Background: an optimization exercise with open tools, aiming at small area and a short achievable clock period. Do not read the settings as production practice.
At most, simulation tests tie the RTL to the original design; equivalence was not proved.
Power figures rest on the tool's default switching activity, not on a simulated workload.

==> v27 <==
==> flow/design.v <==
typedef enum logic [2:0] {OP_AND=3'h3, OP_ADD=3'h2, OP_XOR=3'h4, OP_MULT=3'h1, OP_NULL=3'h0} opcode;
`timescale 1 ns / 1 ps
module tinyalu (
	input  [7:0]  A,
	input  [7:0]  B,
	input  [2:0]  op,
	input         clk,
	input         reset_n,
	input         start,
	output        done,
	output [15:0] result
);
wire is_mult = (op == OP_MULT);
wire is_add  = (op == OP_ADD);
wire is_and  = (op == OP_AND);
wire is_xor  = (op == OP_XOR);
reg  [8:0] r_q;
reg        d_q;
wire       r_add = reset_n & is_add;
wire       r_and = reset_n & is_and;
wire       r_xor = reset_n & is_xor;
wire [8:0] sum;
alu_add u_add (.A(A), .B(B), .sum(sum));
wire [8:0] r_d   = ({9{r_add}} & sum) | ({9{r_and}} & {1'b0, A & B}) | ({9{r_xor}} & {1'b0, A ^ B});
always @(posedge clk) begin
	if (!reset_n || is_add || is_and || is_xor)
		r_q <= r_d;
	d_q <= reset_n & start & (is_add | is_and | is_xor);
end
wire        en_m = start & is_mult;
reg  [7:0]  a_q, b_q;
reg  [15-1:0] s_q;
reg  [14-1:0] c_q;
reg  [15:0] m2_q, m_q;
reg  [2:0]  p_q;
reg         v_q;
reg         ci_q;
	wire pp0_0 = a_q[0] & b_q[0];
	wire pp0_1 = a_q[0] & b_q[1];
	wire pp0_2 = a_q[0] & b_q[2];
	wire pp0_3 = a_q[0] & b_q[3];
	wire pp0_4 = a_q[0] & b_q[4];
	wire pp0_5 = a_q[0] & b_q[5];
	wire pp0_6 = a_q[0] & b_q[6];
	wire pp0_7 = a_q[0] & b_q[7];
	wire pp1_0 = a_q[1] & b_q[0];
	wire pp1_1 = a_q[1] & b_q[1];
	wire pp1_2 = a_q[1] & b_q[2];
	wire pp1_3 = a_q[1] & b_q[3];
	wire pp1_4 = a_q[1] & b_q[4];
	wire pp1_5 = a_q[1] & b_q[5];
	wire pp1_6 = a_q[1] & b_q[6];
	wire pp1_7 = a_q[1] & b_q[7];
	wire pp2_0 = a_q[2] & b_q[0];
	wire pp2_1 = a_q[2] & b_q[1];
	wire pp2_2 = a_q[2] & b_q[2];
	wire pp2_3 = a_q[2] & b_q[3];
	wire pp2_4 = a_q[2] & b_q[4];
	wire pp2_5 = a_q[2] & b_q[5];
	wire pp2_6 = a_q[2] & b_q[6];
	wire pp2_7 = a_q[2] & b_q[7];
	wire pp3_0 = a_q[3] & b_q[0];
	wire pp3_1 = a_q[3] & b_q[1];
	wire pp3_2 = a_q[3] & b_q[2];
	wire pp3_3 = a_q[3] & b_q[3];
	wire pp3_4 = a_q[3] & b_q[4];
	wire pp3_5 = a_q[3] & b_q[5];
	wire pp3_6 = a_q[3] & b_q[6];
	wire pp3_7 = a_q[3] & b_q[7];
	wire pp4_0 = a_q[4] & b_q[0];
	wire pp4_1 = a_q[4] & b_q[1];
	wire pp4_2 = a_q[4] & b_q[2];
	wire pp4_3 = a_q[4] & b_q[3];
	wire pp4_4 = a_q[4] & b_q[4];
	wire pp4_5 = a_q[4] & b_q[5];
	wire pp4_6 = a_q[4] & b_q[6];
	wire pp4_7 = a_q[4] & b_q[7];
	wire pp5_0 = a_q[5] & b_q[0];
	wire pp5_1 = a_q[5] & b_q[1];
	wire pp5_2 = a_q[5] & b_q[2];
	wire pp5_3 = a_q[5] & b_q[3];
	wire pp5_4 = a_q[5] & b_q[4];
	wire pp5_5 = a_q[5] & b_q[5];
	wire pp5_6 = a_q[5] & b_q[6];
	wire pp5_7 = a_q[5] & b_q[7];
	wire pp6_0 = a_q[6] & b_q[0];
	wire pp6_1 = a_q[6] & b_q[1];
	wire pp6_2 = a_q[6] & b_q[2];
	wire pp6_3 = a_q[6] & b_q[3];
	wire pp6_4 = a_q[6] & b_q[4];
	wire pp6_5 = a_q[6] & b_q[5];
	wire pp6_6 = a_q[6] & b_q[6];
	wire pp6_7 = a_q[6] & b_q[7];
	wire pp7_0 = a_q[7] & b_q[0];
	wire pp7_1 = a_q[7] & b_q[1];
	wire pp7_2 = a_q[7] & b_q[2];
	wire pp7_3 = a_q[7] & b_q[3];
	wire pp7_4 = a_q[7] & b_q[4];
	wire pp7_5 = a_q[7] & b_q[5];
	wire pp7_6 = a_q[7] & b_q[6];
	wire pp7_7 = a_q[7] & b_q[7];
	wire hs1 = pp0_6 ^ pp1_5;
	wire hc2 = pp0_6 & pp1_5;
	wire fs3 = pp0_7 ^ pp1_6 ^ pp2_5;
	wire fc4 = (pp0_7 & pp1_6) | (pp0_7 & pp2_5) | (pp1_6 & pp2_5);
	wire hs5 = pp3_4 ^ pp4_3;
	wire hc6 = pp3_4 & pp4_3;
	wire fs7 = pp1_7 ^ pp2_6 ^ pp3_5;
	wire fc8 = (pp1_7 & pp2_6) | (pp1_7 & pp3_5) | (pp2_6 & pp3_5);
	wire hs9 = pp4_4 ^ pp5_3;
	wire hc10 = pp4_4 & pp5_3;
	wire fs11 = pp2_7 ^ pp3_6 ^ pp4_5;
	wire fc12 = (pp2_7 & pp3_6) | (pp2_7 & pp4_5) | (pp3_6 & pp4_5);
	wire hs13 = pp0_4 ^ pp1_3;
	wire hc14 = pp0_4 & pp1_3;
	wire fs15 = pp0_5 ^ pp1_4 ^ pp2_3;
	wire fc16 = (pp0_5 & pp1_4) | (pp0_5 & pp2_3) | (pp1_4 & pp2_3);
	wire hs17 = pp3_2 ^ pp4_1;
	wire hc18 = pp3_2 & pp4_1;
	wire fs19 = hs1 ^ pp2_4 ^ pp3_3;
	wire fc20 = (hs1 & pp2_4) | (hs1 & pp3_3) | (pp2_4 & pp3_3);
	wire fs21 = pp4_2 ^ pp5_1 ^ pp6_0;
	wire fc22 = (pp4_2 & pp5_1) | (pp4_2 & pp6_0) | (pp5_1 & pp6_0);
	wire fs23 = fs3 ^ hs5 ^ pp5_2;
	wire fc24 = (fs3 & hs5) | (fs3 & pp5_2) | (hs5 & pp5_2);
	wire fs25 = pp6_1 ^ pp7_0 ^ hc2;
	wire fc26 = (pp6_1 & pp7_0) | (pp6_1 & hc2) | (pp7_0 & hc2);
	wire fs27 = fs7 ^ hs9 ^ pp6_2;
	wire fc28 = (fs7 & hs9) | (fs7 & pp6_2) | (hs9 & pp6_2);
	wire fs29 = pp7_1 ^ fc4 ^ hc6;
	wire fc30 = (pp7_1 & fc4) | (pp7_1 & hc6) | (fc4 & hc6);
	wire fs31 = fs11 ^ pp5_4 ^ pp6_3;
	wire fc32 = (fs11 & pp5_4) | (fs11 & pp6_3) | (pp5_4 & pp6_3);
	wire fs33 = pp7_2 ^ fc8 ^ hc10;
	wire fc34 = (pp7_2 & fc8) | (pp7_2 & hc10) | (fc8 & hc10);
	wire fs35 = pp3_7 ^ pp4_6 ^ pp5_5;
	wire fc36 = (pp3_7 & pp4_6) | (pp3_7 & pp5_5) | (pp4_6 & pp5_5);
	wire fs37 = pp6_4 ^ pp7_3 ^ fc12;
	wire fc38 = (pp6_4 & pp7_3) | (pp6_4 & fc12) | (pp7_3 & fc12);
	wire fs39 = pp4_7 ^ pp5_6 ^ pp6_5;
	wire fc40 = (pp4_7 & pp5_6) | (pp4_7 & pp6_5) | (pp5_6 & pp6_5);
	wire hs41 = pp0_3 ^ pp1_2;
	wire hc42 = pp0_3 & pp1_2;
	wire fs43 = hs13 ^ pp2_2 ^ pp3_1;
	wire fc44 = (hs13 & pp2_2) | (hs13 & pp3_1) | (pp2_2 & pp3_1);
	wire fs45 = fs15 ^ hs17 ^ pp5_0;
	wire fc46 = (fs15 & hs17) | (fs15 & pp5_0) | (hs17 & pp5_0);
	wire fs47 = fs19 ^ fs21 ^ fc16;
	wire fc48 = (fs19 & fs21) | (fs19 & fc16) | (fs21 & fc16);
	wire fs49 = fs23 ^ fs25 ^ fc20;
	wire fc50 = (fs23 & fs25) | (fs23 & fc20) | (fs25 & fc20);
	wire fs51 = fs27 ^ fs29 ^ fc24;
	wire fc52 = (fs27 & fs29) | (fs27 & fc24) | (fs29 & fc24);
	wire fs53 = fs31 ^ fs33 ^ fc28;
	wire fc54 = (fs31 & fs33) | (fs31 & fc28) | (fs33 & fc28);
	wire fs55 = fs35 ^ fs37 ^ fc32;
	wire fc56 = (fs35 & fs37) | (fs35 & fc32) | (fs37 & fc32);
	wire fs57 = fs39 ^ pp7_4 ^ fc36;
	wire fc58 = (fs39 & pp7_4) | (fs39 & fc36) | (pp7_4 & fc36);
	wire fs59 = pp5_7 ^ pp6_6 ^ pp7_5;
	wire fc60 = (pp5_7 & pp6_6) | (pp5_7 & pp7_5) | (pp6_6 & pp7_5);
	wire hs61 = pp0_2 ^ pp1_1;
	wire hc62 = pp0_2 & pp1_1;
	wire fs63 = hs41 ^ pp2_1 ^ pp3_0;
	wire fc64 = (hs41 & pp2_1) | (hs41 & pp3_0) | (pp2_1 & pp3_0);
	wire fs65 = fs43 ^ pp4_0 ^ hc42;
	wire fc66 = (fs43 & pp4_0) | (fs43 & hc42) | (pp4_0 & hc42);
	wire fs67 = fs45 ^ hc14 ^ fc44;
	wire fc68 = (fs45 & hc14) | (fs45 & fc44) | (hc14 & fc44);
	wire fs69 = fs47 ^ hc18 ^ fc46;
	wire fc70 = (fs47 & hc18) | (fs47 & fc46) | (hc18 & fc46);
	wire fs71 = fs49 ^ fc22 ^ fc48;
	wire fc72 = (fs49 & fc22) | (fs49 & fc48) | (fc22 & fc48);
	wire fs73 = fs51 ^ fc26 ^ fc50;
	wire fc74 = (fs51 & fc26) | (fs51 & fc50) | (fc26 & fc50);
	wire fs75 = fs53 ^ fc30 ^ fc52;
	wire fc76 = (fs53 & fc30) | (fs53 & fc52) | (fc30 & fc52);
	wire fs77 = fs55 ^ fc34 ^ fc54;
	wire fc78 = (fs55 & fc34) | (fs55 & fc54) | (fc34 & fc54);
	wire fs79 = fs57 ^ fc38 ^ fc56;
	wire fc80 = (fs57 & fc38) | (fs57 & fc56) | (fc38 & fc56);
	wire fs81 = fs59 ^ fc40 ^ fc58;
	wire fc82 = (fs59 & fc40) | (fs59 & fc58) | (fc40 & fc58);
	wire fs83 = pp6_7 ^ pp7_6 ^ fc60;
	wire fc84 = (pp6_7 & pp7_6) | (pp6_7 & fc60) | (pp7_6 & fc60);
	wire [15-1:0] s_d = {pp7_7, fs83, fs81, fs79, fs77, fs75, fs73, fs71, fs69, fs67, fs65, fs63, hs61, pp0_1, pp0_0};
	wire [14-1:0] c_d = {fc84, fc82, fc80, fc78, fc76, fc74, fc72, fc70, fc68, fc66, fc64, hc62, pp2_0, pp1_0};
	wire ci_d = 1'b0;
	wire [15:0] prod = s_q + ({c_q, 1'b0} << (1 - 1)) + ({15'd0, ci_q} << 1);
always @(posedge clk) begin
	if (en_m) begin
		a_q  <= A;
		b_q  <= B;
		s_q  <= s_d;
		c_q  <= c_d;
		ci_q <= ci_d;
		m2_q <= prod;
		m_q  <= m2_q;
	end
end
always @(posedge clk) begin
	if (!reset_n) begin
		p_q <= 3'd0;
		v_q <= 1'b0;
	end else if (en_m) begin
		p_q <= {p_q[1] & p_q[0], p_q[1] ^ p_q[0], ~p_q[0] & ~p_q[2]};
		v_q <= v_q | (p_q == 3'd3);
	end
end
wire sel_m = is_mult & v_q;
assign done   = is_mult ? p_q[2] : d_q;
assign result = ({16{sel_m}} & m_q) | ({16{~is_mult}} & {7'd0, r_q});
endmodule
module alu_add (
	input  [7:0] A,
	input  [7:0] B,
	output [8:0] sum
);
assign sum = A + B;
endmodule
==> flow/flow/run.sh <==
#!/bin/bash
# Standard layout, except: ports buffered with buf_1, and full adders left to ABC
# (no extract_fa into sky130 fa/ha cells).
export BUFFER_PORTS_ARGS="-buffer_cell sky130_fd_sc_hd__buf_1"
export ADDER_MAP_FILE=
bash standard.sh > standard.log 2>&1
==> flow/standard.sh <==
#!/bin/bash
# synth_recipe.tcl (not shown) runs the flow's synth.tcl, then flattens the netlist and writes it again
# the make line also repeats each setting of config.mk as NAME=value (left out here)
make -C /OpenROAD-flow-scripts/flow DESIGN_CONFIG=/design/flow/config.mk WORK_HOME=/design/flow/orfs CLKGATE_MAP_FILE= SYNTH_SCRIPT=/design/flow/synth_recipe.tcl "${@:-finish}"
==> flow/config.mk <==
export PLATFORM = sky130hd
export DESIGN_NAME = tinyalu
export DESIGN_NICKNAME = tinyalu
export VERILOG_FILES = /design/flow/design.v
export SDC_FILE = /design/flow/constraint.sdc
export NUM_CORES = 4
export LEC_CHECK = 0
export CAP_MARGIN = 20
export CORE_MARGIN = 2
export CORE_UTILIZATION = 40
export CTS_BUF_LIST = sky130_fd_sc_hd__clkbuf_8
export SETUP_SLACK_MARGIN = 1.5
export SLEW_MARGIN = 20
export SYNTH_HIERARCHICAL = 1
==> flow/constraint.sdc <==
create_clock -name core_clock -period 4.2 [get_ports {clk}]
set_input_delay 0.8400 -clock core_clock [delete_from_list [all_inputs] [get_ports {clk}]]
set_output_delay 0.8400 -clock core_clock [all_outputs]
set_load 0.01 [all_outputs]
==> inputs of v3, as changes to v27 <==
--- a/flow/design.v
+++ b/flow/design.v
@@ -21,4 +21,3 @@
 wire       r_xor = reset_n & is_xor;
-wire [8:0] sum;
-alu_add u_add (.A(A), .B(B), .sum(sum));
+wire [8:0] sum   = A + B;
 wire [8:0] r_d   = ({9{r_add}} & sum) | ({9{r_and}} & {1'b0, A & B}) | ({9{r_xor}} & {1'b0, A ^ B});
@@ -213,8 +212 @@
 endmodule
-module alu_add (
-	input  [7:0] A,
-	input  [7:0] B,
-	output [8:0] sum
-);
-assign sum = A + B;
-endmodule
==> flow/run.sh (new file) <==
#!/bin/bash
# synth_recipe.tcl (not shown) runs the flow's synth.tcl, then flattens the netlist and writes it again
# the make line also repeats each setting of config.mk as NAME=value (left out here)
make -C /OpenROAD-flow-scripts/flow DESIGN_CONFIG=/design/flow/config.mk WORK_HOME=/design/flow/orfs CLKGATE_MAP_FILE= SYNTH_SCRIPT=/design/flow/synth_recipe.tcl finish
--- a/flow/config.mk
+++ b/flow/config.mk
@@ -7,2 +7,3 @@
 export LEC_CHECK = 0
+export ABC_CLOCK_PERIOD_IN_PS = 3000
 export CAP_MARGIN = 20
@@ -11,4 +12,3 @@
 export CTS_BUF_LIST = sky130_fd_sc_hd__clkbuf_8
-export SETUP_SLACK_MARGIN = 1.5
+export SETUP_SLACK_MARGIN = 1.2
 export SLEW_MARGIN = 20
-export SYNTH_HIERARCHICAL = 1
removed: flow/flow/run.sh
removed: flow/standard.sh
==> inputs of v39, as changes to v27 <==
--- a/flow/config.mk
+++ b/flow/config.mk
@@ -9,5 +9,6 @@
 export CORE_MARGIN = 2
-export CORE_UTILIZATION = 40
+export CORE_UTILIZATION = 60
 export CTS_BUF_LIST = sky130_fd_sc_hd__clkbuf_8
-export SETUP_SLACK_MARGIN = 1.5
+export PLACE_DENSITY = 0.75
+export SETUP_SLACK_MARGIN = 1.7
 export SLEW_MARGIN = 20
==> inputs of v5, as changes to v27 <==
--- a/flow/config.mk
+++ b/flow/config.mk
@@ -7,2 +7,3 @@
 export LEC_CHECK = 0
+export ABC_AREA = 1
 export CAP_MARGIN = 20
@@ -11,3 +12,3 @@
 export CTS_BUF_LIST = sky130_fd_sc_hd__clkbuf_8
-export SETUP_SLACK_MARGIN = 1.5
+export SETUP_SLACK_MARGIN = 1.7
 export SLEW_MARGIN = 20
==> summary of the runs <==
Of v5 and v27, v5 has the higher hold slack (gap 1.3 ps). In sequential power, v39 and v27 hardly differ. Of v27 and v39, v27 has the higher clock-buffer cell count (gap 2). In critical path depth, v39 and v5 do not differ. In v39 the combinational power is larger than in v27, by about 7%. The highest register-to-register slack belongs to v5, the lowest to v3.
==> figures <==
Result of the run: v39 complete, no violations; v5 complete, no violations; v3 complete, no violations; v27 complete, no violations
Internal Dissipation: v39 1390 µW; v5 1430 µW; v3 1600 µW; v27 1480 µW
Synth Area in Simple Gates: v39 15.9%; v5 37.0%; v3 14.2%; v27 15.9%
Top cell type's share of synthesized area: v39 44.0%; v5 41.2%; v3 48.4%; v27 44.0%
Syn Nets: v39 590; v5 862; v3 532; v27 590
Global routing met2 resource utilization: v39 39.1%; v5 25.3%; v3 24.7%; v27 22.8%
Via Count: v39 4,205; v5 5,071; v3 3,430; v27 4,089
Reg2reg end: v39 s_q[10]; v5 s_q[8]; v3 s_q[9]; v27 s_q[10]
Met1 GRT Util: v39 27.3%; v5 21.3%; v3 21.5%; v27 18.6%
Hold EP: v39 m_q[7]; v5 m_q[13]; v3 m_q[15]; v27 m_q[3]
Sw power: v39 487 µW; v5 486 µW; v3 460 µW; v27 496 µW
Library cell with the highest instance count after synthesis: v39 nand2_1; v5 nand2_1; v3 edfxtp_1; v27 nand2_1
Most frequent cell on the critical path: v39 maj3_2; v5 buf_6; v3 -; v27 -
Function not checked in v3: the RTL went through the layout flow alone.

port drivers added, routing unchanged:
The results above use ideal ports. As a check the final layouts listed here were re-extracted and re-timed, cells and wires unchanged. Step 1 (the two cells are an assumption about what drives the block):
set clk [get_ports {clk}]
set_driving_cell -lib_cell sky130_fd_sc_hd__clkbuf_16 $clk
set_driving_cell -lib_cell sky130_fd_sc_hd__buf_2 [delete_from_list [all_inputs] $clk]
Step 2 adds t to the input delays and takes it off the output delays; t is the mean of the earliest and latest rising clock arrival at the registers after step 1. Input paths then give back, and output paths get back, about the clock's delay inside the block. Slacks: ideal / step 1 / step 2; pairs: ideal / step 1.
| run | shift t [ns] | setup WS [ns] | hold slack, ns | worst register clock-pin slew, ns |
|---|---|---|---|---|
| v27 | 0.378 | 1.588 / 1.588 / 1.578 | 0.420 / 0.420 / 0.420 | 0.09 / 0.09 |
| v3 | 0.386 | 1.057 / 1.057 / 0.993 | 0.423 / 0.423 / 0.423 | 0.09 / 0.09 |
| v39 | 0.370 | 1.646 / 1.646 / 1.558 | 0.422 / 0.422 / 0.422 | 0.09 / 0.09 |
| v5 | 0.377 | 1.681 / 1.636 / 1.636 | 0.421 / 0.421 / 0.421 | 0.09 / 0.09 |
After both steps setup and hold are still met in every run listed. The setup slack of v39, which loses most, moves by 0.000 ns with the drivers and by -0.088 ns with both steps.
